From an optimization exercise on the open Yosys and OpenROAD flow, aimed at small area and a short achievable clock period; shortcuts taken in it are not production practice. Function was not checked in any run shown here: the RTL went through the layout flow alone. Power figures rest on the tool's default switching activity, not on a simulated workload.

==> flow/design.v <==
module arb_a21o (input a1, a2, b1, output y);
    assign y = a1 & a2 | b1;
endmodule
module arb_a21oi (input a1, a2, b1, output y);
    assign y = ~(a1 & a2 | b1);
endmodule
module arb_a222oi (input a1, a2, b1, b2, c1, c2, output y);
    assign y = ~(a1 & a2 | b1 & b2 | c1 & c2);
endmodule
module arb_a22oi (input a1, a2, b1, b2, output y);
    assign y = ~(a1 & a2 | b1 & b2);
endmodule
module arb_a31oi (input a1, a2, a3, b1, output y);
    assign y = ~(a1 & a2 & a3 | b1);
endmodule
module arb_a32o (input a1, a2, a3, b1, b2, output y);
    assign y = a1 & a2 & a3 | b1 & b2;
endmodule
module arb_and2 (input a, b, output y);
    assign y = a & b;
endmodule
module arb_and3 (input a, b, c, output y);
    assign y = a & b & c;
endmodule
module arb_and3b (input an, b, c, output y);
    assign y = ~an & b & c;
endmodule
module arb_and4 (input a, b, c, d, output y);
    assign y = a & b & c & d;
endmodule
module arb_and4b (input an, b, c, d, output y);
    assign y = ~an & b & c & d;
endmodule
module arb_inv (input a, output y);
    assign y = ~a;
endmodule
module arb_nand2 (input a, b, output y);
    assign y = ~(a & b);
endmodule
module arb_nand3 (input a, b, c, output y);
    assign y = ~(a & b & c);
endmodule
module arb_nand4 (input a, b, c, d, output y);
    assign y = ~(a & b & c & d);
endmodule
module arb_nand4b (input an, b, c, d, output y);
    assign y = ~(~an & b & c & d);
endmodule
module arb_nor2 (input a, b, output y);
    assign y = ~(a | b);
endmodule
module arb_nor2b (input a, bn, output y);
    assign y = ~a & bn;
endmodule
module arb_nor3 (input a, b, c, output y);
    assign y = ~(a | b | c);
endmodule
module arb_nor4 (input a, b, c, d, output y);
    assign y = ~(a | b | c | d);
endmodule
module arb_o21a (input a1, a2, b1, output y);
    assign y = (a1 | a2) & b1;
endmodule
module arb_o21ai (input a1, a2, b1, output y);
    assign y = ~((a1 | a2) & b1);
endmodule
module arb_or2 (input a, b, output y);
    assign y = a | b;
endmodule
module arb_or3 (input a, b, c, output y);
    assign y = a | b | c;
endmodule
module arbiter_rr #(
    parameter WIDTH = 64
)(
    input               clk,
    input               rst,
    input   [WIDTH-1:0] req,
    output  [WIDTH-1:0] grant
);
    reg  [5:0] k;
    wire [5:0] kn;
    wire a0;
    wire a1;
    wire a2;
    wire a3;
    wire a4;
    wire a5;
    wire a6;
    wire a7;
    wire cw1_a;
    wire cw1_b;
    wire cw2_a;
    wire cw2_b;
    wire cw3_a;
    wire cw3_b;
    wire cw4_a;
    wire cw4_b;
    wire cw5_a;
    wire cw5_b;
    wire cw6_a;
    wire cw6_b;
    wire cw7_a;
    wire cw7_b;
    wire eq0;
    wire eq1;
    wire eq2;
    wire eq3;
    wire eq4;
    wire eq5;
    wire eq6;
    wire eq7;
    wire gt2;
    wire gt3;
    wire gt5;
    wire gt6;
    wire gt7;
    wire hap;
    wire le1;
    wire le2;
    wire le3;
    wire le5;
    wire le6;
    wire le7;
    wire m12;
    wire m34;
    wire m56;
    wire na03;
    wire na47;
    wire nag1;
    wire nag2;
    wire nag3;
    wire nag4;
    wire nag5;
    wire nag6;
    wire nag7;
    wire nanyg;
    wire nar;
    wire nhap;
    wire nk1;
    wire nk2;
    wire nk3;
    wire nk4;
    wire nk5;
    wire nk6;
    wire nk7;
    wire nkr0;
    wire nkr1;
    wire nkr2;
    wire npa1;
    wire npa2;
    wire npa3;
    wire npa4;
    wire npa5;
    wire npa6;
    wire npa7;
    wire npg3;
    wire npg4;
    wire npg5;
    wire npg6;
    wire npg7;
    wire nrw1;
    wire nrw2;
    wire nrw3;
    wire nrw4;
    wire nrw5;
    wire nrw6;
    wire nrw7;
    wire ntl1;
    wire ntl2;
    wire ntl3;
    wire ntl5;
    wire ntl6;
    wire ntl7;
    wire nz0;
    wire nz1;
    wire nz2;
    wire nz3;
    wire nz4;
    wire nz5;
    wire nz6;
    wire nz7;
    wire pa4;
    wire px1_0;
    wire px1_1;
    wire px1_2;
    wire px2_0;
    wire px2_1;
    wire px2_2;
    wire px3_0;
    wire px3_1;
    wire px3_2;
    wire px4_0;
    wire px4_1;
    wire px4_2;
    wire px5_0;
    wire px5_1;
    wire px5_2;
    wire px6_0;
    wire px6_1;
    wire px6_2;
    wire px7_0;
    wire px7_1;
    wire px7_2;
    wire r0_n23;
    wire r0_n45;
    wire r0_n67;
    wire r0_nl1;
    wire r0_nl2;
    wire r0_nl3;
    wire r0_nl4;
    wire r0_nl5;
    wire r0_nl6;
    wire r0_nl7;
    wire r0_o4;
    wire r1_n23;
    wire r1_n45;
    wire r1_n67;
    wire r1_nl1;
    wire r1_nl2;
    wire r1_nl3;
    wire r1_nl4;
    wire r1_nl5;
    wire r1_nl6;
    wire r1_nl7;
    wire r1_o4;
    wire r2_n23;
    wire r2_n45;
    wire r2_n67;
    wire r2_nl1;
    wire r2_nl2;
    wire r2_nl3;
    wire r2_nl4;
    wire r2_nl5;
    wire r2_nl6;
    wire r2_nl7;
    wire r2_o4;
    wire r3_n23;
    wire r3_n45;
    wire r3_n67;
    wire r3_nl1;
    wire r3_nl2;
    wire r3_nl3;
    wire r3_nl4;
    wire r3_nl5;
    wire r3_nl6;
    wire r3_nl7;
    wire r3_o4;
    wire r4_n23;
    wire r4_n45;
    wire r4_n67;
    wire r4_nl1;
    wire r4_nl2;
    wire r4_nl3;
    wire r4_nl4;
    wire r4_nl5;
    wire r4_nl6;
    wire r4_nl7;
    wire r4_o4;
    wire r5_n23;
    wire r5_n45;
    wire r5_n67;
    wire r5_nl1;
    wire r5_nl2;
    wire r5_nl3;
    wire r5_nl4;
    wire r5_nl5;
    wire r5_nl6;
    wire r5_nl7;
    wire r5_o4;
    wire r6_n23;
    wire r6_n45;
    wire r6_n67;
    wire r6_nl1;
    wire r6_nl2;
    wire r6_nl3;
    wire r6_nl4;
    wire r6_nl5;
    wire r6_nl6;
    wire r6_nl7;
    wire r6_o4;
    wire r7_n23;
    wire r7_n45;
    wire r7_n67;
    wire r7_nl1;
    wire r7_nl2;
    wire r7_nl3;
    wire r7_nl4;
    wire r7_nl5;
    wire r7_nl6;
    wire r7_nl7;
    wire r7_o4;
    wire rh1;
    wire rh2;
    wire rh3;
    wire rh4;
    wire rh5;
    wire rh6;
    wire rh7;
    wire s12;
    wire s123;
    wire s1234;
    wire s34;
    wire s45;
    wire s456;
    wire s567;
    wire sp2;
    wire sp3;
    wire sp4;
    wire sp5;
    wire sp6;
    wire sp7;
    wire t23;
    wire wc0;
    wire wc0_a;
    wire wc0_b;
    wire wc1;
    wire wc1_a;
    wire wc1_b;
    wire wc2;
    wire wc2_a;
    wire wc2_b;
    wire wr0;
    wire wr1;
    wire wr2;
    arb_inv u1 (.a(k[3]), .y(nkr0));
    arb_inv u2 (.a(k[4]), .y(nkr1));
    arb_inv u3 (.a(k[5]), .y(nkr2));
    arb_nor3 u4 (.a(k[5]), .b(k[4]), .c(k[3]), .y(eq0));
    arb_nor3 u5 (.a(k[5]), .b(k[4]), .c(nkr0), .y(eq1));
    arb_nor3 u6 (.a(k[5]), .b(nkr1), .c(k[3]), .y(eq2));
    arb_nor3 u7 (.a(k[5]), .b(nkr1), .c(nkr0), .y(eq3));
    arb_nor3 u8 (.a(nkr2), .b(k[4]), .c(k[3]), .y(eq4));
    arb_nor3 u9 (.a(nkr2), .b(k[4]), .c(nkr0), .y(eq5));
    arb_nor3 u10 (.a(nkr2), .b(nkr1), .c(k[3]), .y(eq6));
    arb_nor3 u11 (.a(nkr2), .b(nkr1), .c(nkr0), .y(eq7));
    arb_nor2 u12 (.a(k[5]), .b(k[4]), .y(gt2));
    arb_a21oi u13 (.a1(k[4]), .a2(k[3]), .b1(k[5]), .y(gt3));
    arb_o21ai u14 (.a1(k[4]), .a2(k[3]), .b1(k[5]), .y(gt5));
    arb_nand2 u15 (.a(k[5]), .b(k[4]), .y(gt6));
    arb_nand3 u16 (.a(k[5]), .b(k[4]), .c(k[3]), .y(gt7));
    arb_or3 u17 (.a(k[5]), .b(k[4]), .c(k[3]), .y(le1));
    arb_or2 u18 (.a(k[5]), .b(k[4]), .y(le2));
    arb_a21o u19 (.a1(k[4]), .a2(k[3]), .b1(k[5]), .y(le3));
    arb_o21a u20 (.a1(k[4]), .a2(k[3]), .b1(k[5]), .y(le5));
    arb_and2 u21 (.a(k[5]), .b(k[4]), .y(le6));
    arb_and3 u22 (.a(k[5]), .b(k[4]), .c(k[3]), .y(le7));
    arb_or3 u23 (.a(k[2]), .b(k[1]), .c(k[0]), .y(ntl1));
    arb_or2 u24 (.a(k[2]), .b(k[1]), .y(ntl2));
    arb_a21o u25 (.a1(k[1]), .a2(k[0]), .b1(k[2]), .y(ntl3));
    arb_o21a u26 (.a1(k[1]), .a2(k[0]), .b1(k[2]), .y(ntl5));
    arb_and2 u27 (.a(k[2]), .b(k[1]), .y(ntl6));
    arb_and3 u28 (.a(k[2]), .b(k[1]), .c(k[0]), .y(ntl7));
    arb_inv u29 (.a(req[0]), .y(r0_nl1));
    arb_nor2 u30 (.a(req[0]), .b(req[1]), .y(r0_nl2));
    arb_nor3 u31 (.a(req[0]), .b(req[1]), .c(req[2]), .y(r0_nl3));
    arb_nor2 u32 (.a(req[2]), .b(req[3]), .y(r0_n23));
    arb_nand2 u33 (.a(r0_nl2), .b(r0_n23), .y(r0_o4));
    arb_inv u34 (.a(r0_o4), .y(r0_nl4));
    arb_nor2 u35 (.a(r0_o4), .b(req[4]), .y(r0_nl5));
    arb_nor3 u36 (.a(r0_o4), .b(req[4]), .c(req[5]), .y(r0_nl6));
    arb_nor4 u37 (.a(r0_o4), .b(req[4]), .c(req[5]), .d(req[6]), .y(r0_nl7));
    arb_nor2 u38 (.a(req[4]), .b(req[5]), .y(r0_n45));
    arb_nor2 u39 (.a(req[6]), .b(req[7]), .y(r0_n67));
    arb_nand4 u40 (.a(r0_nl2), .b(r0_n23), .c(r0_n45), .d(r0_n67), .y(a0));
    arb_inv u41 (.a(req[8]), .y(r1_nl1));
    arb_nor2 u42 (.a(req[8]), .b(req[9]), .y(r1_nl2));
    arb_nor3 u43 (.a(req[8]), .b(req[9]), .c(req[10]), .y(r1_nl3));
    arb_nor2 u44 (.a(req[10]), .b(req[11]), .y(r1_n23));
    arb_nand2 u45 (.a(r1_nl2), .b(r1_n23), .y(r1_o4));
    arb_inv u46 (.a(r1_o4), .y(r1_nl4));
    arb_nor2 u47 (.a(r1_o4), .b(req[12]), .y(r1_nl5));
    arb_nor3 u48 (.a(r1_o4), .b(req[12]), .c(req[13]), .y(r1_nl6));
    arb_nor4 u49 (.a(r1_o4), .b(req[12]), .c(req[13]), .d(req[14]), .y(r1_nl7));
    arb_nor2 u50 (.a(req[12]), .b(req[13]), .y(r1_n45));
    arb_nor2 u51 (.a(req[14]), .b(req[15]), .y(r1_n67));
    arb_nand4 u52 (.a(r1_nl2), .b(r1_n23), .c(r1_n45), .d(r1_n67), .y(a1));
    arb_inv u53 (.a(req[16]), .y(r2_nl1));
    arb_nor2 u54 (.a(req[16]), .b(req[17]), .y(r2_nl2));
    arb_nor3 u55 (.a(req[16]), .b(req[17]), .c(req[18]), .y(r2_nl3));
    arb_nor2 u56 (.a(req[18]), .b(req[19]), .y(r2_n23));
    arb_nand2 u57 (.a(r2_nl2), .b(r2_n23), .y(r2_o4));
    arb_inv u58 (.a(r2_o4), .y(r2_nl4));
    arb_nor2 u59 (.a(r2_o4), .b(req[20]), .y(r2_nl5));
    arb_nor3 u60 (.a(r2_o4), .b(req[20]), .c(req[21]), .y(r2_nl6));
    arb_nor4 u61 (.a(r2_o4), .b(req[20]), .c(req[21]), .d(req[22]), .y(r2_nl7));
    arb_nor2 u62 (.a(req[20]), .b(req[21]), .y(r2_n45));
    arb_nor2 u63 (.a(req[22]), .b(req[23]), .y(r2_n67));
    arb_nand4 u64 (.a(r2_nl2), .b(r2_n23), .c(r2_n45), .d(r2_n67), .y(a2));
    arb_inv u65 (.a(req[24]), .y(r3_nl1));
    arb_nor2 u66 (.a(req[24]), .b(req[25]), .y(r3_nl2));
    arb_nor3 u67 (.a(req[24]), .b(req[25]), .c(req[26]), .y(r3_nl3));
    arb_nor2 u68 (.a(req[26]), .b(req[27]), .y(r3_n23));
    arb_nand2 u69 (.a(r3_nl2), .b(r3_n23), .y(r3_o4));
    arb_inv u70 (.a(r3_o4), .y(r3_nl4));
    arb_nor2 u71 (.a(r3_o4), .b(req[28]), .y(r3_nl5));
    arb_nor3 u72 (.a(r3_o4), .b(req[28]), .c(req[29]), .y(r3_nl6));
    arb_nor4 u73 (.a(r3_o4), .b(req[28]), .c(req[29]), .d(req[30]), .y(r3_nl7));
    arb_nor2 u74 (.a(req[28]), .b(req[29]), .y(r3_n45));
    arb_nor2 u75 (.a(req[30]), .b(req[31]), .y(r3_n67));
    arb_nand4 u76 (.a(r3_nl2), .b(r3_n23), .c(r3_n45), .d(r3_n67), .y(a3));
    arb_inv u77 (.a(req[32]), .y(r4_nl1));
    arb_nor2 u78 (.a(req[32]), .b(req[33]), .y(r4_nl2));
    arb_nor3 u79 (.a(req[32]), .b(req[33]), .c(req[34]), .y(r4_nl3));
    arb_nor2 u80 (.a(req[34]), .b(req[35]), .y(r4_n23));
    arb_nand2 u81 (.a(r4_nl2), .b(r4_n23), .y(r4_o4));
    arb_inv u82 (.a(r4_o4), .y(r4_nl4));
    arb_nor2 u83 (.a(r4_o4), .b(req[36]), .y(r4_nl5));
    arb_nor3 u84 (.a(r4_o4), .b(req[36]), .c(req[37]), .y(r4_nl6));
    arb_nor4 u85 (.a(r4_o4), .b(req[36]), .c(req[37]), .d(req[38]), .y(r4_nl7));
    arb_nor2 u86 (.a(req[36]), .b(req[37]), .y(r4_n45));
    arb_nor2 u87 (.a(req[38]), .b(req[39]), .y(r4_n67));
    arb_nand4 u88 (.a(r4_nl2), .b(r4_n23), .c(r4_n45), .d(r4_n67), .y(a4));
    arb_inv u89 (.a(req[40]), .y(r5_nl1));
    arb_nor2 u90 (.a(req[40]), .b(req[41]), .y(r5_nl2));
    arb_nor3 u91 (.a(req[40]), .b(req[41]), .c(req[42]), .y(r5_nl3));
    arb_nor2 u92 (.a(req[42]), .b(req[43]), .y(r5_n23));
    arb_nand2 u93 (.a(r5_nl2), .b(r5_n23), .y(r5_o4));
    arb_inv u94 (.a(r5_o4), .y(r5_nl4));
    arb_nor2 u95 (.a(r5_o4), .b(req[44]), .y(r5_nl5));
    arb_nor3 u96 (.a(r5_o4), .b(req[44]), .c(req[45]), .y(r5_nl6));
    arb_nor4 u97 (.a(r5_o4), .b(req[44]), .c(req[45]), .d(req[46]), .y(r5_nl7));
    arb_nor2 u98 (.a(req[44]), .b(req[45]), .y(r5_n45));
    arb_nor2 u99 (.a(req[46]), .b(req[47]), .y(r5_n67));
    arb_nand4 u100 (.a(r5_nl2), .b(r5_n23), .c(r5_n45), .d(r5_n67), .y(a5));
    arb_inv u101 (.a(req[48]), .y(r6_nl1));
    arb_nor2 u102 (.a(req[48]), .b(req[49]), .y(r6_nl2));
    arb_nor3 u103 (.a(req[48]), .b(req[49]), .c(req[50]), .y(r6_nl3));
    arb_nor2 u104 (.a(req[50]), .b(req[51]), .y(r6_n23));
    arb_nand2 u105 (.a(r6_nl2), .b(r6_n23), .y(r6_o4));
    arb_inv u106 (.a(r6_o4), .y(r6_nl4));
    arb_nor2 u107 (.a(r6_o4), .b(req[52]), .y(r6_nl5));
    arb_nor3 u108 (.a(r6_o4), .b(req[52]), .c(req[53]), .y(r6_nl6));
    arb_nor4 u109 (.a(r6_o4), .b(req[52]), .c(req[53]), .d(req[54]), .y(r6_nl7));
    arb_nor2 u110 (.a(req[52]), .b(req[53]), .y(r6_n45));
    arb_nor2 u111 (.a(req[54]), .b(req[55]), .y(r6_n67));
    arb_nand4 u112 (.a(r6_nl2), .b(r6_n23), .c(r6_n45), .d(r6_n67), .y(a6));
    arb_inv u113 (.a(req[56]), .y(r7_nl1));
    arb_nor2 u114 (.a(req[56]), .b(req[57]), .y(r7_nl2));
    arb_nor3 u115 (.a(req[56]), .b(req[57]), .c(req[58]), .y(r7_nl3));
    arb_nor2 u116 (.a(req[58]), .b(req[59]), .y(r7_n23));
    arb_nand2 u117 (.a(r7_nl2), .b(r7_n23), .y(r7_o4));
    arb_inv u118 (.a(r7_o4), .y(r7_nl4));
    arb_nor2 u119 (.a(r7_o4), .b(req[60]), .y(r7_nl5));
    arb_nor3 u120 (.a(r7_o4), .b(req[60]), .c(req[61]), .y(r7_nl6));
    arb_nor4 u121 (.a(r7_o4), .b(req[60]), .c(req[61]), .d(req[62]), .y(r7_nl7));
    arb_nor2 u122 (.a(req[60]), .b(req[61]), .y(r7_n45));
    arb_nor2 u123 (.a(req[62]), .b(req[63]), .y(r7_n67));
    arb_nand4 u124 (.a(r7_nl2), .b(r7_n23), .c(r7_n45), .d(r7_n67), .y(a7));
    arb_a222oi u125 (.a1(eq0), .a2(req[1]), .b1(eq1), .b2(req[9]), .c1(eq2), .c2(req[17]), .y(px1_0));
    arb_a222oi u126 (.a1(eq3), .a2(req[25]), .b1(eq4), .b2(req[33]), .c1(eq5), .c2(req[41]), .y(px1_1));
    arb_a22oi u127 (.a1(eq6), .a2(req[49]), .b1(eq7), .b2(req[57]), .y(px1_2));
    arb_a31oi u128 (.a1(px1_0), .a2(px1_1), .a3(px1_2), .b1(ntl1), .y(rh1));
    arb_a222oi u129 (.a1(eq0), .a2(req[2]), .b1(eq1), .b2(req[10]), .c1(eq2), .c2(req[18]), .y(px2_0));
    arb_a222oi u130 (.a1(eq3), .a2(req[26]), .b1(eq4), .b2(req[34]), .c1(eq5), .c2(req[42]), .y(px2_1));
    arb_a22oi u131 (.a1(eq6), .a2(req[50]), .b1(eq7), .b2(req[58]), .y(px2_2));
    arb_a31oi u132 (.a1(px2_0), .a2(px2_1), .a3(px2_2), .b1(ntl2), .y(rh2));
    arb_a222oi u133 (.a1(eq0), .a2(req[3]), .b1(eq1), .b2(req[11]), .c1(eq2), .c2(req[19]), .y(px3_0));
    arb_a222oi u134 (.a1(eq3), .a2(req[27]), .b1(eq4), .b2(req[35]), .c1(eq5), .c2(req[43]), .y(px3_1));
    arb_a22oi u135 (.a1(eq6), .a2(req[51]), .b1(eq7), .b2(req[59]), .y(px3_2));
    arb_a31oi u136 (.a1(px3_0), .a2(px3_1), .a3(px3_2), .b1(ntl3), .y(rh3));
    arb_a222oi u137 (.a1(eq0), .a2(req[4]), .b1(eq1), .b2(req[12]), .c1(eq2), .c2(req[20]), .y(px4_0));
    arb_a222oi u138 (.a1(eq3), .a2(req[28]), .b1(eq4), .b2(req[36]), .c1(eq5), .c2(req[44]), .y(px4_1));
    arb_a22oi u139 (.a1(eq6), .a2(req[52]), .b1(eq7), .b2(req[60]), .y(px4_2));
    arb_a31oi u140 (.a1(px4_0), .a2(px4_1), .a3(px4_2), .b1(k[2]), .y(rh4));
    arb_a222oi u141 (.a1(eq0), .a2(req[5]), .b1(eq1), .b2(req[13]), .c1(eq2), .c2(req[21]), .y(px5_0));
    arb_a222oi u142 (.a1(eq3), .a2(req[29]), .b1(eq4), .b2(req[37]), .c1(eq5), .c2(req[45]), .y(px5_1));
    arb_a22oi u143 (.a1(eq6), .a2(req[53]), .b1(eq7), .b2(req[61]), .y(px5_2));
    arb_a31oi u144 (.a1(px5_0), .a2(px5_1), .a3(px5_2), .b1(ntl5), .y(rh5));
    arb_a222oi u145 (.a1(eq0), .a2(req[6]), .b1(eq1), .b2(req[14]), .c1(eq2), .c2(req[22]), .y(px6_0));
    arb_a222oi u146 (.a1(eq3), .a2(req[30]), .b1(eq4), .b2(req[38]), .c1(eq5), .c2(req[46]), .y(px6_1));
    arb_a22oi u147 (.a1(eq6), .a2(req[54]), .b1(eq7), .b2(req[62]), .y(px6_2));
    arb_a31oi u148 (.a1(px6_0), .a2(px6_1), .a3(px6_2), .b1(ntl6), .y(rh6));
    arb_a222oi u149 (.a1(eq0), .a2(req[7]), .b1(eq1), .b2(req[15]), .c1(eq2), .c2(req[23]), .y(px7_0));
    arb_a222oi u150 (.a1(eq3), .a2(req[31]), .b1(eq4), .b2(req[39]), .c1(eq5), .c2(req[47]), .y(px7_1));
    arb_a22oi u151 (.a1(eq6), .a2(req[55]), .b1(eq7), .b2(req[63]), .y(px7_2));
    arb_a31oi u152 (.a1(px7_0), .a2(px7_1), .a3(px7_2), .b1(ntl7), .y(rh7));
    arb_nor2 u153 (.a(rh1), .b(rh2), .y(m12));
    arb_nor2 u154 (.a(rh3), .b(rh4), .y(m34));
    arb_nor2 u155 (.a(rh5), .b(rh6), .y(m56));
    arb_nor2b u156 (.a(rh1), .bn(rh2), .y(sp2));
    arb_and2 u157 (.a(rh3), .b(m12), .y(sp3));
    arb_and3b u158 (.an(rh3), .b(rh4), .c(m12), .y(sp4));
    arb_and3 u159 (.a(rh5), .b(m12), .c(m34), .y(sp5));
    arb_and4b u160 (.an(rh5), .b(rh6), .c(m12), .d(m34), .y(sp6));
    arb_and4 u161 (.a(rh7), .b(m12), .c(m34), .d(m56), .y(sp7));
    arb_nand4b u162 (.an(rh7), .b(m12), .c(m34), .d(m56), .y(hap));
    arb_and4b u163 (.an(rh7), .b(m12), .c(m34), .d(m56), .y(nhap));
    arb_nand2 u164 (.a(a1), .b(eq0), .y(nag1));
    arb_nand2 u165 (.a(a2), .b(gt2), .y(nag2));
    arb_nand2 u166 (.a(a3), .b(gt3), .y(nag3));
    arb_nand2 u167 (.a(a4), .b(nkr2), .y(nag4));
    arb_nand2 u168 (.a(a5), .b(gt5), .y(nag5));
    arb_nand2 u169 (.a(a6), .b(gt6), .y(nag6));
    arb_nand2 u170 (.a(a7), .b(gt7), .y(nag7));
    arb_nand2 u171 (.a(nag1), .b(nag2), .y(s12));
    arb_nand3 u172 (.a(nag1), .b(nag2), .c(nag3), .y(s123));
    arb_nand2 u173 (.a(nag3), .b(nag4), .y(s34));
    arb_nand2 u174 (.a(nag4), .b(nag5), .y(s45));
    arb_nand3 u175 (.a(nag4), .b(nag5), .c(nag6), .y(s456));
    arb_nand4 u176 (.a(nag1), .b(nag2), .c(nag3), .d(nag4), .y(s1234));
    arb_nand3 u177 (.a(nag5), .b(nag6), .c(nag7), .y(s567));
    arb_inv u178 (.a(s12), .y(npg3));
    arb_inv u179 (.a(s123), .y(npg4));
    arb_nor2 u180 (.a(s12), .b(s34), .y(npg5));
    arb_nor2 u181 (.a(s123), .b(s45), .y(npg6));
    arb_nor2 u182 (.a(s123), .b(s456), .y(npg7));
    arb_nor2 u183 (.a(s1234), .b(s567), .y(nanyg));
    arb_inv u184 (.a(a0), .y(npa1));
    arb_nor2 u185 (.a(a0), .b(a1), .y(npa2));
    arb_nor3 u186 (.a(a0), .b(a1), .c(a2), .y(npa3));
    arb_nor2 u187 (.a(a2), .b(a3), .y(t23));
    arb_nand2 u188 (.a(npa2), .b(t23), .y(pa4));
    arb_inv u189 (.a(pa4), .y(npa4));
    arb_nor2 u190 (.a(pa4), .b(a4), .y(npa5));
    arb_nor3 u191 (.a(pa4), .b(a4), .c(a5), .y(npa6));
    arb_nor4 u192 (.a(pa4), .b(a4), .c(a5), .d(a6), .y(npa7));
    arb_a21o u193 (.a1(nanyg), .a2(npa1), .b1(eq0), .y(nk1));
    arb_a32o u194 (.a1(le2), .a2(nanyg), .a3(npa2), .b1(gt2), .b2(nag1), .y(nk2));
    arb_a32o u195 (.a1(le3), .a2(nanyg), .a3(npa3), .b1(gt3), .b2(npg3), .y(nk3));
    arb_a32o u196 (.a1(k[5]), .a2(nanyg), .a3(npa4), .b1(nkr2), .b2(npg4), .y(nk4));
    arb_a32o u197 (.a1(le5), .a2(nanyg), .a3(npa5), .b1(gt5), .b2(npg5), .y(nk5));
    arb_a32o u198 (.a1(le6), .a2(nanyg), .a3(npa6), .b1(gt6), .b2(npg6), .y(nk6));
    arb_a32o u199 (.a1(le7), .a2(nanyg), .a3(npa7), .b1(gt7), .b2(npg7), .y(nk7));
    arb_and2 u200 (.a(nhap), .b(nanyg), .y(nz0));
    arb_and2 u201 (.a(nhap), .b(nk1), .y(nz1));
    arb_and2 u202 (.a(nhap), .b(nk2), .y(nz2));
    arb_and2 u203 (.a(nhap), .b(nk3), .y(nz3));
    arb_and2 u204 (.a(nhap), .b(nk4), .y(nz4));
    arb_and2 u205 (.a(nhap), .b(nk5), .y(nz5));
    arb_and2 u206 (.a(nhap), .b(nk6), .y(nz6));
    arb_and2 u207 (.a(nhap), .b(nk7), .y(nz7));
    arb_and2 u208 (.a(req[0]), .b(nz0), .y(grant[0]));
    arb_a32o u209 (.a1(req[1]), .a2(r0_nl1), .a3(nz0), .b1(eq0), .b2(rh1), .y(grant[1]));
    arb_a32o u210 (.a1(req[2]), .a2(r0_nl2), .a3(nz0), .b1(eq0), .b2(sp2), .y(grant[2]));
    arb_a32o u211 (.a1(req[3]), .a2(r0_nl3), .a3(nz0), .b1(eq0), .b2(sp3), .y(grant[3]));
    arb_a32o u212 (.a1(req[4]), .a2(r0_nl4), .a3(nz0), .b1(eq0), .b2(sp4), .y(grant[4]));
    arb_a32o u213 (.a1(req[5]), .a2(r0_nl5), .a3(nz0), .b1(eq0), .b2(sp5), .y(grant[5]));
    arb_a32o u214 (.a1(req[6]), .a2(r0_nl6), .a3(nz0), .b1(eq0), .b2(sp6), .y(grant[6]));
    arb_a32o u215 (.a1(req[7]), .a2(r0_nl7), .a3(nz0), .b1(eq0), .b2(sp7), .y(grant[7]));
    arb_and2 u216 (.a(req[8]), .b(nz1), .y(grant[8]));
    arb_a32o u217 (.a1(req[9]), .a2(r1_nl1), .a3(nz1), .b1(eq1), .b2(rh1), .y(grant[9]));
    arb_a32o u218 (.a1(req[10]), .a2(r1_nl2), .a3(nz1), .b1(eq1), .b2(sp2), .y(grant[10]));
    arb_a32o u219 (.a1(req[11]), .a2(r1_nl3), .a3(nz1), .b1(eq1), .b2(sp3), .y(grant[11]));
    arb_a32o u220 (.a1(req[12]), .a2(r1_nl4), .a3(nz1), .b1(eq1), .b2(sp4), .y(grant[12]));
    arb_a32o u221 (.a1(req[13]), .a2(r1_nl5), .a3(nz1), .b1(eq1), .b2(sp5), .y(grant[13]));
    arb_a32o u222 (.a1(req[14]), .a2(r1_nl6), .a3(nz1), .b1(eq1), .b2(sp6), .y(grant[14]));
    arb_a32o u223 (.a1(req[15]), .a2(r1_nl7), .a3(nz1), .b1(eq1), .b2(sp7), .y(grant[15]));
    arb_and2 u224 (.a(req[16]), .b(nz2), .y(grant[16]));
    arb_a32o u225 (.a1(req[17]), .a2(r2_nl1), .a3(nz2), .b1(eq2), .b2(rh1), .y(grant[17]));
    arb_a32o u226 (.a1(req[18]), .a2(r2_nl2), .a3(nz2), .b1(eq2), .b2(sp2), .y(grant[18]));
    arb_a32o u227 (.a1(req[19]), .a2(r2_nl3), .a3(nz2), .b1(eq2), .b2(sp3), .y(grant[19]));
    arb_a32o u228 (.a1(req[20]), .a2(r2_nl4), .a3(nz2), .b1(eq2), .b2(sp4), .y(grant[20]));
    arb_a32o u229 (.a1(req[21]), .a2(r2_nl5), .a3(nz2), .b1(eq2), .b2(sp5), .y(grant[21]));
    arb_a32o u230 (.a1(req[22]), .a2(r2_nl6), .a3(nz2), .b1(eq2), .b2(sp6), .y(grant[22]));
    arb_a32o u231 (.a1(req[23]), .a2(r2_nl7), .a3(nz2), .b1(eq2), .b2(sp7), .y(grant[23]));
    arb_and2 u232 (.a(req[24]), .b(nz3), .y(grant[24]));
    arb_a32o u233 (.a1(req[25]), .a2(r3_nl1), .a3(nz3), .b1(eq3), .b2(rh1), .y(grant[25]));
    arb_a32o u234 (.a1(req[26]), .a2(r3_nl2), .a3(nz3), .b1(eq3), .b2(sp2), .y(grant[26]));
    arb_a32o u235 (.a1(req[27]), .a2(r3_nl3), .a3(nz3), .b1(eq3), .b2(sp3), .y(grant[27]));
    arb_a32o u236 (.a1(req[28]), .a2(r3_nl4), .a3(nz3), .b1(eq3), .b2(sp4), .y(grant[28]));
    arb_a32o u237 (.a1(req[29]), .a2(r3_nl5), .a3(nz3), .b1(eq3), .b2(sp5), .y(grant[29]));
    arb_a32o u238 (.a1(req[30]), .a2(r3_nl6), .a3(nz3), .b1(eq3), .b2(sp6), .y(grant[30]));
    arb_a32o u239 (.a1(req[31]), .a2(r3_nl7), .a3(nz3), .b1(eq3), .b2(sp7), .y(grant[31]));
    arb_and2 u240 (.a(req[32]), .b(nz4), .y(grant[32]));
    arb_a32o u241 (.a1(req[33]), .a2(r4_nl1), .a3(nz4), .b1(eq4), .b2(rh1), .y(grant[33]));
    arb_a32o u242 (.a1(req[34]), .a2(r4_nl2), .a3(nz4), .b1(eq4), .b2(sp2), .y(grant[34]));
    arb_a32o u243 (.a1(req[35]), .a2(r4_nl3), .a3(nz4), .b1(eq4), .b2(sp3), .y(grant[35]));
    arb_a32o u244 (.a1(req[36]), .a2(r4_nl4), .a3(nz4), .b1(eq4), .b2(sp4), .y(grant[36]));
    arb_a32o u245 (.a1(req[37]), .a2(r4_nl5), .a3(nz4), .b1(eq4), .b2(sp5), .y(grant[37]));
    arb_a32o u246 (.a1(req[38]), .a2(r4_nl6), .a3(nz4), .b1(eq4), .b2(sp6), .y(grant[38]));
    arb_a32o u247 (.a1(req[39]), .a2(r4_nl7), .a3(nz4), .b1(eq4), .b2(sp7), .y(grant[39]));
    arb_and2 u248 (.a(req[40]), .b(nz5), .y(grant[40]));
    arb_a32o u249 (.a1(req[41]), .a2(r5_nl1), .a3(nz5), .b1(eq5), .b2(rh1), .y(grant[41]));
    arb_a32o u250 (.a1(req[42]), .a2(r5_nl2), .a3(nz5), .b1(eq5), .b2(sp2), .y(grant[42]));
    arb_a32o u251 (.a1(req[43]), .a2(r5_nl3), .a3(nz5), .b1(eq5), .b2(sp3), .y(grant[43]));
    arb_a32o u252 (.a1(req[44]), .a2(r5_nl4), .a3(nz5), .b1(eq5), .b2(sp4), .y(grant[44]));
    arb_a32o u253 (.a1(req[45]), .a2(r5_nl5), .a3(nz5), .b1(eq5), .b2(sp5), .y(grant[45]));
    arb_a32o u254 (.a1(req[46]), .a2(r5_nl6), .a3(nz5), .b1(eq5), .b2(sp6), .y(grant[46]));
    arb_a32o u255 (.a1(req[47]), .a2(r5_nl7), .a3(nz5), .b1(eq5), .b2(sp7), .y(grant[47]));
    arb_and2 u256 (.a(req[48]), .b(nz6), .y(grant[48]));
    arb_a32o u257 (.a1(req[49]), .a2(r6_nl1), .a3(nz6), .b1(eq6), .b2(rh1), .y(grant[49]));
    arb_a32o u258 (.a1(req[50]), .a2(r6_nl2), .a3(nz6), .b1(eq6), .b2(sp2), .y(grant[50]));
    arb_a32o u259 (.a1(req[51]), .a2(r6_nl3), .a3(nz6), .b1(eq6), .b2(sp3), .y(grant[51]));
    arb_a32o u260 (.a1(req[52]), .a2(r6_nl4), .a3(nz6), .b1(eq6), .b2(sp4), .y(grant[52]));
    arb_a32o u261 (.a1(req[53]), .a2(r6_nl5), .a3(nz6), .b1(eq6), .b2(sp5), .y(grant[53]));
    arb_a32o u262 (.a1(req[54]), .a2(r6_nl6), .a3(nz6), .b1(eq6), .b2(sp6), .y(grant[54]));
    arb_a32o u263 (.a1(req[55]), .a2(r6_nl7), .a3(nz6), .b1(eq6), .b2(sp7), .y(grant[55]));
    arb_and2 u264 (.a(req[56]), .b(nz7), .y(grant[56]));
    arb_a32o u265 (.a1(req[57]), .a2(r7_nl1), .a3(nz7), .b1(eq7), .b2(rh1), .y(grant[57]));
    arb_a32o u266 (.a1(req[58]), .a2(r7_nl2), .a3(nz7), .b1(eq7), .b2(sp2), .y(grant[58]));
    arb_a32o u267 (.a1(req[59]), .a2(r7_nl3), .a3(nz7), .b1(eq7), .b2(sp3), .y(grant[59]));
    arb_a32o u268 (.a1(req[60]), .a2(r7_nl4), .a3(nz7), .b1(eq7), .b2(sp4), .y(grant[60]));
    arb_a32o u269 (.a1(req[61]), .a2(r7_nl5), .a3(nz7), .b1(eq7), .b2(sp5), .y(grant[61]));
    arb_a32o u270 (.a1(req[62]), .a2(r7_nl6), .a3(nz7), .b1(eq7), .b2(sp6), .y(grant[62]));
    arb_a32o u271 (.a1(req[63]), .a2(r7_nl7), .a3(nz7), .b1(eq7), .b2(sp7), .y(grant[63]));
    arb_a22oi u272 (.a1(a1), .a2(nz1), .b1(eq1), .b2(hap), .y(nrw1));
    arb_a22oi u273 (.a1(a2), .a2(nz2), .b1(eq2), .b2(hap), .y(nrw2));
    arb_a22oi u274 (.a1(a3), .a2(nz3), .b1(eq3), .b2(hap), .y(nrw3));
    arb_a22oi u275 (.a1(a4), .a2(nz4), .b1(eq4), .b2(hap), .y(nrw4));
    arb_a22oi u276 (.a1(a5), .a2(nz5), .b1(eq5), .b2(hap), .y(nrw5));
    arb_a22oi u277 (.a1(a6), .a2(nz6), .b1(eq6), .b2(hap), .y(nrw6));
    arb_a22oi u278 (.a1(a7), .a2(nz7), .b1(eq7), .b2(hap), .y(nrw7));
    arb_nand4 u279 (.a(nrw1), .b(nrw3), .c(nrw5), .d(nrw7), .y(wr0));
    arb_nand4 u280 (.a(nrw2), .b(nrw3), .c(nrw6), .d(nrw7), .y(wr1));
    arb_nand4 u281 (.a(nrw4), .b(nrw5), .c(nrw6), .d(nrw7), .y(wr2));
    arb_nor4 u282 (.a(grant[1]), .b(grant[9]), .c(grant[17]), .d(grant[25]), .y(cw1_a));
    arb_nor4 u283 (.a(grant[33]), .b(grant[41]), .c(grant[49]), .d(grant[57]), .y(cw1_b));
    arb_nor4 u284 (.a(grant[2]), .b(grant[10]), .c(grant[18]), .d(grant[26]), .y(cw2_a));
    arb_nor4 u285 (.a(grant[34]), .b(grant[42]), .c(grant[50]), .d(grant[58]), .y(cw2_b));
    arb_nor4 u286 (.a(grant[3]), .b(grant[11]), .c(grant[19]), .d(grant[27]), .y(cw3_a));
    arb_nor4 u287 (.a(grant[35]), .b(grant[43]), .c(grant[51]), .d(grant[59]), .y(cw3_b));
    arb_nor4 u288 (.a(grant[4]), .b(grant[12]), .c(grant[20]), .d(grant[28]), .y(cw4_a));
    arb_nor4 u289 (.a(grant[36]), .b(grant[44]), .c(grant[52]), .d(grant[60]), .y(cw4_b));
    arb_nor4 u290 (.a(grant[5]), .b(grant[13]), .c(grant[21]), .d(grant[29]), .y(cw5_a));
    arb_nor4 u291 (.a(grant[37]), .b(grant[45]), .c(grant[53]), .d(grant[61]), .y(cw5_b));
    arb_nor4 u292 (.a(grant[6]), .b(grant[14]), .c(grant[22]), .d(grant[30]), .y(cw6_a));
    arb_nor4 u293 (.a(grant[38]), .b(grant[46]), .c(grant[54]), .d(grant[62]), .y(cw6_b));
    arb_nor4 u294 (.a(grant[7]), .b(grant[15]), .c(grant[23]), .d(grant[31]), .y(cw7_a));
    arb_nor4 u295 (.a(grant[39]), .b(grant[47]), .c(grant[55]), .d(grant[63]), .y(cw7_b));
    arb_nand4 u296 (.a(cw1_a), .b(cw1_b), .c(cw3_a), .d(cw3_b), .y(wc0_a));
    arb_nand4 u297 (.a(cw5_a), .b(cw5_b), .c(cw7_a), .d(cw7_b), .y(wc0_b));
    arb_or2 u298 (.a(wc0_a), .b(wc0_b), .y(wc0));
    arb_nand4 u299 (.a(cw2_a), .b(cw2_b), .c(cw3_a), .d(cw3_b), .y(wc1_a));
    arb_nand4 u300 (.a(cw6_a), .b(cw6_b), .c(cw7_a), .d(cw7_b), .y(wc1_b));
    arb_or2 u301 (.a(wc1_a), .b(wc1_b), .y(wc1));
    arb_nand4 u302 (.a(cw4_a), .b(cw4_b), .c(cw5_a), .d(cw5_b), .y(wc2_a));
    arb_nand4 u303 (.a(cw6_a), .b(cw6_b), .c(cw7_a), .d(cw7_b), .y(wc2_b));
    arb_or2 u304 (.a(wc2_a), .b(wc2_b), .y(wc2));
    arb_nor4 u305 (.a(a0), .b(a1), .c(a2), .d(a3), .y(na03));
    arb_nor4 u306 (.a(a4), .b(a5), .c(a6), .d(a7), .y(na47));
    arb_and2 u307 (.a(na03), .b(na47), .y(nar));
    arb_a21o u308 (.a1(nar), .a2(k[0]), .b1(wc0), .y(kn[0]));
    arb_a21o u309 (.a1(nar), .a2(k[3]), .b1(wr0), .y(kn[3]));
    arb_a21o u310 (.a1(nar), .a2(k[1]), .b1(wc1), .y(kn[1]));
    arb_a21o u311 (.a1(nar), .a2(k[4]), .b1(wr1), .y(kn[4]));
    arb_a21o u312 (.a1(nar), .a2(k[2]), .b1(wc2), .y(kn[2]));
    arb_a21o u313 (.a1(nar), .a2(k[5]), .b1(wr2), .y(kn[5]));
    always @(posedge clk or negedge rst) begin
        if (!rst)
            k <= 6'd63;
        else
            k <= kn;
    end
endmodule
==> flow/flow/run.sh <==
#!/bin/bash
# The standard layout, with three changes: the port buffers are the
# smallest buffer (buf_1) instead of the default; after floorplan every
# logic cell is set to its smallest drive strength (flow/downsize.tcl);
# after placement the cells on the critical paths are sized up again
# (flow/size.tcl).
set -euo pipefail
here=$(pwd)
export BUFFER_PORTS_ARGS="-buffer_cell sky130_fd_sc_hd__buf_1"
export POST_FLOORPLAN_TCL="$here/flow/downsize.tcl"
export POST_RESIZE_TCL="$here/flow/size.tcl"
bash standard.sh > "$here/flow_standard.log" 2>&1
==> flow/flow/downsize.tcl <==
# Hook run after floorplan: set every logic cell to its smallest drive
# strength where that is smaller. Synthesis maps each gate on its own and
# picks stronger cells than the loads need; flow/size.tcl then upsizes
# the cells that timing needs, once the cells are placed.
set db [ord::get_db]
set n 0
foreach inst [[ord::get_db_block] getInsts] {
  set master [$inst getMaster]
  set name [$master getName]
  if {[regexp {^(sky130_fd_sc_hd__[a-z0-9]+)_([0-9]+)$} $name -> base size] && $size > 1} {
    set small [$db findMaster ${base}_1]
    if {$small ne "NULL"
        && [$small getWidth] * [$small getHeight] < [$master getWidth] * [$master getHeight]} {
      $inst swapMaster $small
      incr n
    }
  }
}
puts "downsize: $n cells set to drive strength 1"
==> flow/flow/size.tcl <==
# Hook run after placement and its design repair: give the drivers of the
# high-fanout nets on the request-to-grant paths a stronger cell.
set db [ord::get_db]
set block [ord::get_db_block]
proc size_driver {net_name size} {
  set net [$::block findNet $net_name]
  if {$net eq "NULL"} { puts "size: no net $net_name"; return }
  foreach iterm [$net getITerms] {
    if {[$iterm isOutputSignal]} {
      set inst [$iterm getInst]
      set name [[$inst getMaster] getName]
      regexp {^(sky130_fd_sc_hd__[a-z0-9]+)_[0-9]+$} $name -> base
      set big [$::db findMaster ${base}_$size]
      if {$big ne "NULL"} {
        $inst swapMaster $big
        puts "size: $net_name driver [$inst getName] $name -> ${base}_$size"
      }
    }
  }
}
foreach g {0 1 2 3 4 5 6 7} { size_driver nz$g 4 }
size_driver nhap 4
size_driver nanyg 4
==> flow/standard.sh <==
#!/bin/bash
# synth_recipe.tcl (not shown) runs the flow's synth.tcl, then flattens the netlist and writes it again
# the make line also repeats each setting of config.mk as NAME=value (left out here)
make -C /OpenROAD-flow-scripts/flow DESIGN_CONFIG=/design/flow/config.mk WORK_HOME=/design/flow/orfs CLKGATE_MAP_FILE= SYNTH_SCRIPT=/design/flow/synth_recipe.tcl "${@:-finish}"
==> flow/config.mk <==
export PLATFORM = sky130hd
export DESIGN_NAME = arbiter_rr
export DESIGN_NICKNAME = arbiter_rr
export VERILOG_FILES = /design/flow/design.v
export SDC_FILE = /design/flow/constraint.sdc
export NUM_CORES = 4
export LEC_CHECK = 0
export CAP_MARGIN = 20
export CORE_MARGIN = 2
export CORE_UTILIZATION = 40
export SETUP_SLACK_MARGIN = 0.3
export SLEW_MARGIN = 20
==> flow/constraint.sdc <==
create_clock -name core_clock -period 6.5 [get_ports {clk}]
set_input_delay 1.3000 -clock core_clock [delete_from_list [all_inputs] [get_ports {clk}]]
set_output_delay 1.3000 -clock core_clock [all_outputs]
set_load 0.01 [all_outputs]
==> flow_summary_export.csv, run 1 <==
group,metric,value,unit
run_status,status,"did not finish",
run_status,lastStage,"placement repair",
run_status,stop_error,"Error: resize.tcl, 39 can't read \"::block\": no such variable",
placed_design,place.gp.congestion,0.989,
yosys,synth_nets,543,
yosys,syn_inst,477,
yosys,ys_seq_elements,6,
floorplan,initial_core_util,40.5,%
placed_design,portBuffers,129,
yosys,synth.distinct_cells,77,
yosys,async_flop_share,100,%
yosys,avgSynthCellArea,6.87,sq um
yosys,yosysSeqAreaShare,4.81,%
yosys,ys_warn_count,1,
floorplan,io_pins,130,
yosys,ys.flop_type,"dfstp_2",
floorplan,die_x,94.5,um
yosys,synth_edf_count,0,
floorplan,rows,33,
floorplan,die_h,94.5,um
yosys,synth_area,3280,sq um
-- logic make-up after synthesis --
logic type	after synthesis	synth area share, %
AND/OR/NAND/NOR	233	43.0
AO/OA/AOI/OAI	125	26.8
buffers and inverters	95	19.7
multiplexers	18	5.65
flip-flops	6	4.81
-- power by group through the flow --
| stage | Clock (uW) | Combinational [uW] | Sequential, uW |
|---|---|---|---|
| 3_3_place_gp | 0 | 1020 | 203 |
| 2_1_floorplan | 0 | 875 | 92.5 |
-- cells in the mapped netlist (6+ instances only) --
library cell | instances | area (sq um)
buf_2 | 6 | 30.0
nand3b_1 | 19 | 143
o22ai_1 | 13 | 81.3
nand4b_1 | 10 | 87.6
nor4_1 | 11 | 68.8
dfstp_2 | 6 | 158
mux2i_1 | 14 | 140
clkbuf_1 | 7 | 26.3
nand2_1 | 32 | 120
and2_1 | 7 | 43.8
inv_1 | 7 | 26.3
buf_4 | 70 | 526
and3_1 | 6 | 37.5
a21oi_1 | 15 | 75.1
nor2_1 | 40 | 150
a32o_1 | 7 | 70.1
nor3_1 | 13 | 65.1
nand3_1 | 32 | 160
o21ai_0 | 42 | 210
nor4_2 | 6 | 75.1
nor2b_1 | 9 | 56.3
nand4_1 | 14 | 87.6
-- how the worst max path moves through the flow --
stage	endpoint	depth (start not counted)	start
after floorplan	grant[28]	8	req[40]
after global placement	grant[28]	11	req[32]
-- stage by stage --
stage / total power, uW / instances / setup slack [ns]
3_3_place_gp: 1220 / 642 / 0.721
2_1_floorplan: 967 / 477 / 1.73
==> run 2, diff against run 1 <==
--- a/flow/flow/size.tcl
+++ b/flow/flow/size.tcl
@@ -1,7 +1,7 @@
 # Hook run after placement and its design repair: give the drivers of the
 # high-fanout nets on the request-to-grant paths a stronger cell.
-set db [ord::get_db]
-set block [ord::get_db_block]
+set ::db [ord::get_db]
+set ::block [ord::get_db_block]
 proc size_driver {net_name size} {
   set net [$::block findNet $net_name]
   if {$net eq "NULL"} { puts "size: no net $net_name"; return }
==> flow_summary_export.csv, run 2 <==
group,metric,value,unit
run_status,status,"finished clean",
timing,clock.fmax,168,MHz
yosys,synth-simple-area-share,43.0,%
timing,period_needed,5.95,ns
timing,finalSetupViolCount,0,
clock_tree,clockBufferDepth,2,
power_and_ir_drop,peakVddDrop,0.171,mV
cells_and_area,area_growth,0.496,%
clock_tree,cts_sinks,6,
worst_setup_path,endpoint_kind,"primary output",
timing,tightest_slew,0.988,ns
yosys,synth_commonest_cells,"buf_4 (70), o21ai_0 (42), nor2_1 (40), nand2_1 (32), nand3_1 (32)",
cells_and_area,final_common_cell,"buf_1",
global_routing,grt.overflow.total,0,
global_routing,grt_max_degree,41,
timing,finalMaxSlewViolations,0,
yosys,ys.flop_type,"dfstp_2",
floorplan,coreArea,8090,sq um
cells_and_area,antenna_cells,0,
worst_setup_path,critical_path_buf_inv_count,4,
routing,drc,0,
yosys,ys_warn_count,1,
yosys,muxShareOfSynthArea,5.65,%
floorplan,die_x,94.5,um
clock_tree,holdBufCountCts,0,
routing,routed_via_density,6.56,
worst_setup_path,critPathRequiredTime,5.20,ns
cells_and_area,fin_nets,608,
yosys,synth_top_area_share,16.0,%
placed_design,portBuffers,129,
placed_design,placedCellCount,642,
timing,fin_crit_sh,91.5,%
cells_and_area,largestRegisters,"k (6)",
routing,drt_iter0_drc,407,
clock_tree,insertion_delay,0.22,ns
yosys,yosysSeqAreaShare,4.81,%
worst_setup_path,worstPathArrival,4.65,ns
run,maxCapViolCount,0,
floorplan,dieArea,8930,sq um
worst_setup_path,critPathTopFamily,"simple AND/OR/NAND/NOR gates",
cells_and_area,stdcell_count,645,
yosys,async_flop_share,100,%
placed_design,dp_slack,0.637,ns
worst_setup_path,slowest_delay,0.86,ns
timing,fin_skew,0.00335,ns
routing,drtPass1Iterations,5,
global_routing,grt_pass1_vias,3997,
worst_setup_path,crit_fanout,7,
clock_tree,clkTransAtPathRegs,0.04,ns
yosys,synth_compound_area_share,26.8,%
yosys,synth_most_common_cell,"buf_4",
yosys,yosys.area_share.xor_xnor,0,%
floorplan,rows,33,
clock_tree,htree_levels,1,
global_routing,grt.total_usage,34.3,%
yosys,yosys.area.top_type,"buf_4",
timing,slew_headroom,33.5,%
timing,fin_ws,0.551,ns
cells_and_area,layout_common_cells,"buf_1 (129), o21ai_0 (42), nor2_1 (40), nand2_1 (34), nand3_1 (32)",
power_and_ir_drop,p_per_area,398,nW/um^2
placed_design,placed_cell_area,3250,sq um
clock_tree,numCtsBuffers,3,
global_routing,grt_pass1_wl,23.1,mm
cells_and_area,regMostFlops,"k",
timing,rsz0062_at_grt,"no",
floorplan,initial_core_util,40.5,%
worst_setup_path,setup.worst_path.start_class,"primary input",
global_routing,antenna_found_initial,0,
routing,vias,4232,
yosys,avgSynthCellArea,6.87,sq um
clock_tree,post-cts-setup-buffer-count,0,
routing,wl_per_cell,24.4,um
yosys,ys_seq_elements,6,
cells_and_area,finalInstanceArea,3290,sq um
floorplan,die_h,94.5,um
placed_design,place.gp.congestion,0.989,
yosys,synth.distinct_cells,77,
yosys,syn_inst,477,
timing,hold_ws,0.986,ns
worst_setup_path,critical_path_class,"in -> out",
clock_tree,cts_tree,"yes",
routing,wl,15.8,mm
yosys,synth_area,3280,sq um
power_and_ir_drop,leakagePower,0.00102,uW
placed_design,dp_hpwl,12.7,mm
timing,hold_viol_final,0,
routing,drtAntennaViolNets,0,
cells_and_area,largest_reg_flops,6,
yosys,synth_edf_count,0,
clock_tree,cts_resized,0,
timing,tns,0,ns
cells_and_area,layout-drive-gt1-share,7.59,%
yosys,synthTopCellsByArea,"buf_4 (16%), o21ai_0 (6.4%), nand3_1 (4.9%)",
clock_tree,ctsRootBufferMaster,"clkbuf_8",
worst_setup_path,critPathSlowestCell,"nor4_1",
yosys,synth_fa_ha_area_share,0,%
yosys,synth_nets,543,
floorplan,io_pins,130,
cells_and_area,n_fill_cell,963,
worst_setup_path,path_cells,"buf_1 -> nor4_1 -> nand3b_1 -> a2111oi_1 -> buf_4 -> nand2_1 -> o41a_1 -> nor4b_1 -> buf_4 -> a32o_1 -> buf_1",
yosys,synth_top_family_by_area,"simple AND/OR/NAND/NOR gates",
worst_hold_path,hold_path_class,"reg -> reg",
==> run 2: cells by family after synthesis <==
kind of cell           count (synthesis)
and+or+nand+nor                      233
buffers and inverters                 95
muxes                                 18
AOI/OAI and AO/OA                    125
DFF                                    6
==> run 2: path summary, 6_finish.rpt <==
check | from | endpoint | slack (ns) | cells past startpoint
setup / recovery | req[32] | grant[28] | 0.55 | 11
max in group asynchronous | rst | k[0] | 5.25 | 1
hold / removal | k[5] | k[5] | 0.99 | 2
hold reg to reg | k[5] | k[5] | 0.99 | 2
setup reg to reg | k[5] | k[2] | 1.99 | 12
min in group asynchronous | rst | k[5] | 1.22 | 1
==> run 2: worst register-to-register path, cell delays in order, from the launching register on <==
cell and delay [ns]:
dfstp_2 1.14, buf_4 0.32, mux2_2 0.35, nand2_1 0.09, a41o_1 0.17, nand4_1 0.23, or3_1 0.66, nor3_1 0.48
buf_4 0.24, nand4_1 0.20, nand4_1 0.25, nor4bb_1 0.12, nand4b_1 0.19
==> run 2: through the flow <==
stage | util [%] | total power [uW]
final | 40.7 | 1310
after floorplan | - | 967
after global routing | 40.7 | 1380
after detailed placement | 40.2 | 1210
after global placement | 40.2 | 1220
after CTS | 40.7 | 1270
==> run 2: area by class of cell <==
class	count	area, sq um	area share [%]
Timing Repair Buffer	147	619	18.8
Sequential cell	6	158	4.79
Inverter	8	30.0	0.912
Multi-Input combinational cell	376	2310	70.3
Clock buffer	3	41.3	1.25
Tap cell	105	131	3.99
==> run 2: metal layers <==
layer  part of all wire, %  GRT usage [%]  routed length (um)  up-vias
li1                      -              -                   -     1889
met1                    41           46.2                6450     1970
met2                    44           54.2                6910      335
met3                    12           7.18                1860       38
met4                   3.4           11.8                 532        0
met5                     0              0                   0        -
==> run 2: where the power goes <==
part           total [uW]  switching [uW]  internal (uW)
clock                56.4            16.5           39.8
sequential            208             128           79.8
combinational        1050             696            351
==> run 3, diff against run 2 <==
--- a/flow/flow/size.tcl
+++ b/flow/flow/size.tcl
@@ -21,3 +21,4 @@
 foreach g {0 1 2 3 4 5 6 7} { size_driver nz$g 4 }
 size_driver nhap 4
 size_driver nanyg 4
+foreach g {0 1 2 3 4 5 6 7} { size_driver a$g 2 }
--- a/flow/config.mk
+++ b/flow/config.mk
@@ -8,5 +8,8 @@
 export CAP_MARGIN = 20
 export CORE_MARGIN = 2
 export CORE_UTILIZATION = 40
+export CTS_BUF_LIST = sky130_fd_sc_hd__clkbuf_2
 export SETUP_SLACK_MARGIN = 0.3
 export SLEW_MARGIN = 20
+export SYNTH_HIERARCHICAL = 1
+export SYNTH_MINIMUM_KEEP_SIZE = 0
==> flow_summary_export.csv, run 3 <==
group,metric,value,unit
routing,drc,0,
placed_design,placed_cell_area,2890,sq um
clock_tree,insertion_delay,0.21,ns
floorplan,rows,28,
worst_setup_path,endpoint_kind,"primary output",
worst_setup_path,r2r_end,"k[0]",
yosys,synth.distinct_cells,25,
placed_design,portBuffers,129,
worst_setup_path,setup.worst_path.start_class,"primary input",
cells_and_area,final_common_cell,"buf_1",
run_status,status,"finished clean",
floorplan,io_pins,130,
yosys,syn_inst,318,
worst_setup_path,crit_fanout,9,
worst_setup_path,startpoint,"req[2]",
cells_and_area,finalInstanceArea,2910,sq um
worst_hold_path,hold_depth,1,
routing,vias,3630,
routing,drt_iter0_drc,459,
timing,hold_viol_final,0,
clock_tree,cts_resized,0,
power_and_ir_drop,p_per_area,311,nW/um^2
yosys,synth_top_area_share,24.5,%
routing,wl,10.4,mm
cells_and_area,regMostFlops,"k",
power_and_ir_drop,p_total,904,uW
timing,slew_headroom,47.5,%
floorplan,coreArea,6030,sq um
timing,rsz0062_at_grt,"no",
cells_and_area,stdcell_count,534,
routing,drtPass1Iterations,6,
global_routing,grt.total_usage,28.1,%
floorplan,dieArea,6990,sq um
worst_setup_path,reg2regPathDepth,13,
worst_setup_path,r2r_start,"k[5]",
yosys,synth_area,2530,sq um
clock_tree,holdBufCountCts,0,
power_and_ir_drop,clkPwrFrac,2.7,%
timing,tightest_slew,0.780,ns
global_routing,antenna_found_initial,0,
global_routing,grt.overflow.total,0,
cells_and_area,layout-drive-gt1-share,7.84,%
clock_tree,clockBufferDepth,2,
yosys,avgSynthCellArea,7.97,sq um
floorplan,initial_core_util,42.0,%
worst_setup_path,regToRegSetupSlack,2.47,ns
yosys,ys.flop_type,"dfstp_2",
power_and_ir_drop,p_int,367,uW
power_and_ir_drop,p_sw,537,uW
timing,finalMaxSlewViolations,0,
yosys,ys_warn_count,7,
global_routing,grt_pass1_wl,16.4,mm
cells_and_area,layout_common_cells,"buf_1 (129), a32o_1 (62), nor2_1 (50), nor3_1 (26), nor4_1 (25)",
worst_setup_path,worstPathArrival,3.55,ns
yosys,async_flop_share,100,%
routing,routed_via_density,6.80,
cells_and_area,antenna_cells,0,
cells_and_area,fin_nets,527,
worst_setup_path,critPathRequiredTime,5.20,ns
clock_tree,cts_tree,"yes",
power_and_ir_drop,leakagePower,0.00111,uW
yosys,synth_nets,384,
routing,wl_per_cell,19.6,um
cells_and_area,area_growth,14.8,%
worst_setup_path,cp-endpoint,"grant[47]",
yosys,synth_most_common_cell,"a32o_1",
worst_setup_path,critical_path_class,"in -> out",
cells_and_area,largestRegisters,"k (6)",
cells_and_area,largest_reg_flops,6,
timing,fin_skew,0.00127,ns
clock_tree,post-cts-setup-buffer-count,0,
power_and_ir_drop,sw_frac_of_total,59.4,%
timing,tns,0,ns
yosys,synth_edf_count,0,
global_routing,grt_pass1_vias,3273,
placed_design,dp_hpwl,8.53,mm
power_and_ir_drop,seq_power_share,13.3,%
timing,finalSetupViolCount,0,
run,maxCapViolCount,0,
routing,drtAntennaViolNets,0,
floorplan,die_h,83.6,um
yosys,yosysSeqAreaShare,6.22,%
power_and_ir_drop,p_comb_share,84.0,%
global_routing,grt_max_degree,18,
placed_design,place.gp.congestion,0.967,
yosys,synthTopCellsByArea,"a32o_1 (24%), nor4_2 (12%), nor3_2 (10%)",
yosys,yosys.area.top_type,"a32o_1",
clock_tree,htree_levels,1,
timing,fin_crit_sh,74.6,%
floorplan,die_x,83.6,um
timing,clock.fmax,206,MHz
clock_tree,ctsRootBufferMaster,"clkbuf_2",
yosys,synth_commonest_cells,"a32o_1 (62), nor2_1 (51), nor3_2 (26), nor4_2 (25), inv_1 (23)",
clock_tree,numCtsBuffers,3,
placed_design,placedCellCount,531,
timing,period_needed,4.85,ns
yosys,ys_seq_elements,6,
worst_hold_path,hold_path_class,"reg -> reg",
clock_tree,clkTransAtPathRegs,0.05,ns
clock_tree,cts_sinks,6,
power_and_ir_drop,peakVddDrop,0.171,mV
==> run 3: changes by cell type after synthesis, sizes merged, moves of 13 or more <==
cell,delta
o21ai,-45
inv,+16
a32o,+54
o22ai,-13
nand2,-14
nand3,-28
mux2i,-14
a21oi,-16
nand3b,-20
buf,-79
a222oi,+13
==> run 3: critical path, cell delays in order <==
cell and delay (ns):
buf_1 0.11, a222oi_1 0.58, a31oi_1 0.19, nor2_1 0.35, and4b_4 0.37, and2_4 0.24
a32o_1 0.24, buf_1 0.17
==> run 3: area by class of cell <==
| cell class | instances | area (sq um) |
|---|---|---|
| tap | 75 | 93.8 |
| inverter | 23 | 86.3 |
| clock buffer | 3 | 15.0 |
| multi-input combinational | 289 | 2000 |
| fill | 672 | 3120 |
| sequential | 6 | 158 |
| timing repair buffer | 138 | 552 |
==> run 3: layer usage <==
metal,vias to the layer above,global-route usage (%),wire [um]
li1,1655,-,-
met1,1681,39.5,4490
met2,273,45.2,4510
met3,21,4.35,1240
met4,0,6.01,206
met5,-,0,0
==> run 3: how the worst min path moves through the flow <==
| stage | from | end | slack (ns) |
|---|---|---|---|
| global placement | k[0] | k[0] | 0.54 |
| finish | k[0] | k[0] | 0.54 |
| global route | k[0] | k[0] | 0.55 |
| detailed placement | k[0] | k[0] | 0.53 |
| floorplan | k[0] | k[0] | 0.51 |
| CTS | k[0] | k[0] | 0.54 |
==> run 3: cells by family after synthesis <==
logic type | share of synthesized area, %
buffers and inverters | 3.41
AOI/OAI and AO/OA | 42.5
and+or+nand+nor | 47.9
DFF | 6.22
==> run 3: through the flow <==
step	setup slack (ns)	utilization (%)	hold WS, ns
3_3_place_gp	1.50	46.7	0.539
2_1_floorplan	1.82	-	0.510
5_1_grt	1.60	48.3	0.554
6_report	1.65	48.3	0.541
3_5_place_dp	1.77	48.0	0.535
4_1_cts	1.76	48.3	0.543
==> run 3: power by group through the flow <==
stage | Combinational [uW] | Clock (uW) | Sequential [uW]
after floorplan | 525 | 0 | 110
after global placement | 711 | 0 | 119
after detailed placement | 735 | 0 | 119
after CTS | 738 | 26.5 | 119
after global routing | 818 | 28.5 | 126
final | 759 | 24.7 | 120
==> run 3: Yosys stat by module, one instance, submodules excluded, a selection <==
module / times used / flip-flops and latches / cell area (sq um)
arb_and2: 20 / 0 / 6.26
arb_nand3: 4 / 0 / 5.00
arb_nand4: 18 / 0 / 6.26
arb_or2: 5 / 0 / 6.26
arb_nor2b: 1 / 0 / 13.8
arb_a31oi: 7 / 0 / 6.26
arb_nand2: 20 / 0 / 3.75
arb_and4b: 2 / 0 / 10.0
arb_and3: 3 / 0 / 6.26
arb_and3b: 1 / 0 / 8.76
arb_o21a: 2 / 0 / 7.51
arb_o21ai: 1 / 0 / 5.00
arb_a21o: 9 / 0 / 7.51
arb_inv: 23 / 0 / 3.75
arb_a32o: 62 / 0 / 10.0
==> run 4, diff against run 3 <==
--- a/flow/flow/size.tcl
+++ b/flow/flow/size.tcl
@@ -1,7 +1,7 @@
 # Hook run after placement and its design repair: give the drivers of the
 # high-fanout nets on the request-to-grant paths a stronger cell.
-set ::db [ord::get_db]
-set ::block [ord::get_db_block]
+set db [ord::get_db]
+set block [ord::get_db_block]
 proc size_driver {net_name size} {
   set net [$::block findNet $net_name]
   if {$net eq "NULL"} { puts "size: no net $net_name"; return }
==> flow_summary_export.csv, run 4 <==
group,metric,value,unit
yosys,ys_seq_elements,6,
yosys,ys.flop_type,"dfstp_2",
floorplan,rows,28,
yosys,synth_top_area_share,24.5,%
yosys,ys_warn_count,7,
yosys,synth.distinct_cells,25,
floorplan,die_x,83.6,um
placed_design,portBuffers,129,
yosys,async_flop_share,100,%
yosys,synth_most_common_cell,"a32o_1",
yosys,synth_nets,384,
run_status,status,"did not finish",
run_status,stop_error,"Error: resize.tcl, 39 can't read \"::block\": no such variable",
placed_design,place.gp.congestion,0.967,
floorplan,io_pins,130,
yosys,yosys.area.top_type,"a32o_1",
floorplan,initial_core_util,42.0,%
run_status,lastStage,"placement repair",
yosys,synth_edf_count,0,
yosys,yosysSeqAreaShare,6.22,%
yosys,synth_commonest_cells,"a32o_1 (62), nor2_1 (51), nor3_2 (26), nor4_2 (25), inv_1 (23)",
yosys,synth_area,2530,sq um
yosys,syn_inst,318,
yosys,avgSynthCellArea,7.97,sq um
yosys,synthTopCellsByArea,"a32o_1 (24%), nor4_2 (12%), nor3_2 (10%)",
floorplan,die_h,83.6,um
run 4: per-stage QoR:
step,hold slack [ns],power [uW]
3_3_place_gp,0.539,830
2_1_floorplan,0.510,635
run 4: modules after synthesis, one instance, submodules excluded, a selection:
module	cell area, sq um	cells	copies in the design
arbiter_rr	158	6	1
arb_nor4	12.5	1	25
arb_and4b	10.0	1	2
arb_nor3	10.0	1	26
arb_a32o	10.0	1	62
arb_and4	8.76	1	1
arb_nand4b	8.76	1	1
arb_and3b	8.76	1	1
arb_or3	6.26	1	1
arb_nand3	5.00	1	4
arb_nand2	3.75	1	20
arb_inv	3.75	1	23
run 4: cell families after synthesis:
logic type	after synthesis	share of synthesized area, %
and+or+nand+nor	179	47.9
AOI/OAI and AO/OA	110	42.5
DFF	6	6.22
buffers and inverters	23	3.41
run 4: worst max path at each step:
stage | end | slack, ns | depth (start not counted)
after floorplan | grant[10] | 1.82 | 8
after global placement | grant[46] | 1.50 | 10
run 4: power by group through the flow:
stage | clock network (uW) | registers (uW) | logic [uW]
after floorplan | 0 | 110 | 525
after global placement | 0 | 119 | 711

re-timing with driven ports:
Ports are ideal in the flow. The routed layouts listed here were re-timed in OpenROAD.
Step 1: set_driving_cell puts a clkbuf_16 on clk and a buf_2 on each other input, an assumption about the parent block.
Step 2 moves the port delays by t, midway between the first and last clock arrival at a register: inputs arrive t later, outputs are due t later. That takes back most of the time a late clock gives input paths.
Slacks: no drivers / after step 1 / after step 2; pairs: no drivers / after step 1.
| run | t, ns | slack for setup (ns) | worst slew at a driven data input, ns |
|---|---|---|---|
| run 2 | 0.240 | 0.551 / 0.527 / 0.527 | 0.03 |
| run 3 | 0.232 | 1.649 / 1.627 / 1.627 | 0.03 |
After both steps setup and hold are still met in every run listed. The setup slack of run 2, which loses most, moves by -0.024 ns with the drivers and by -0.024 ns with both steps.
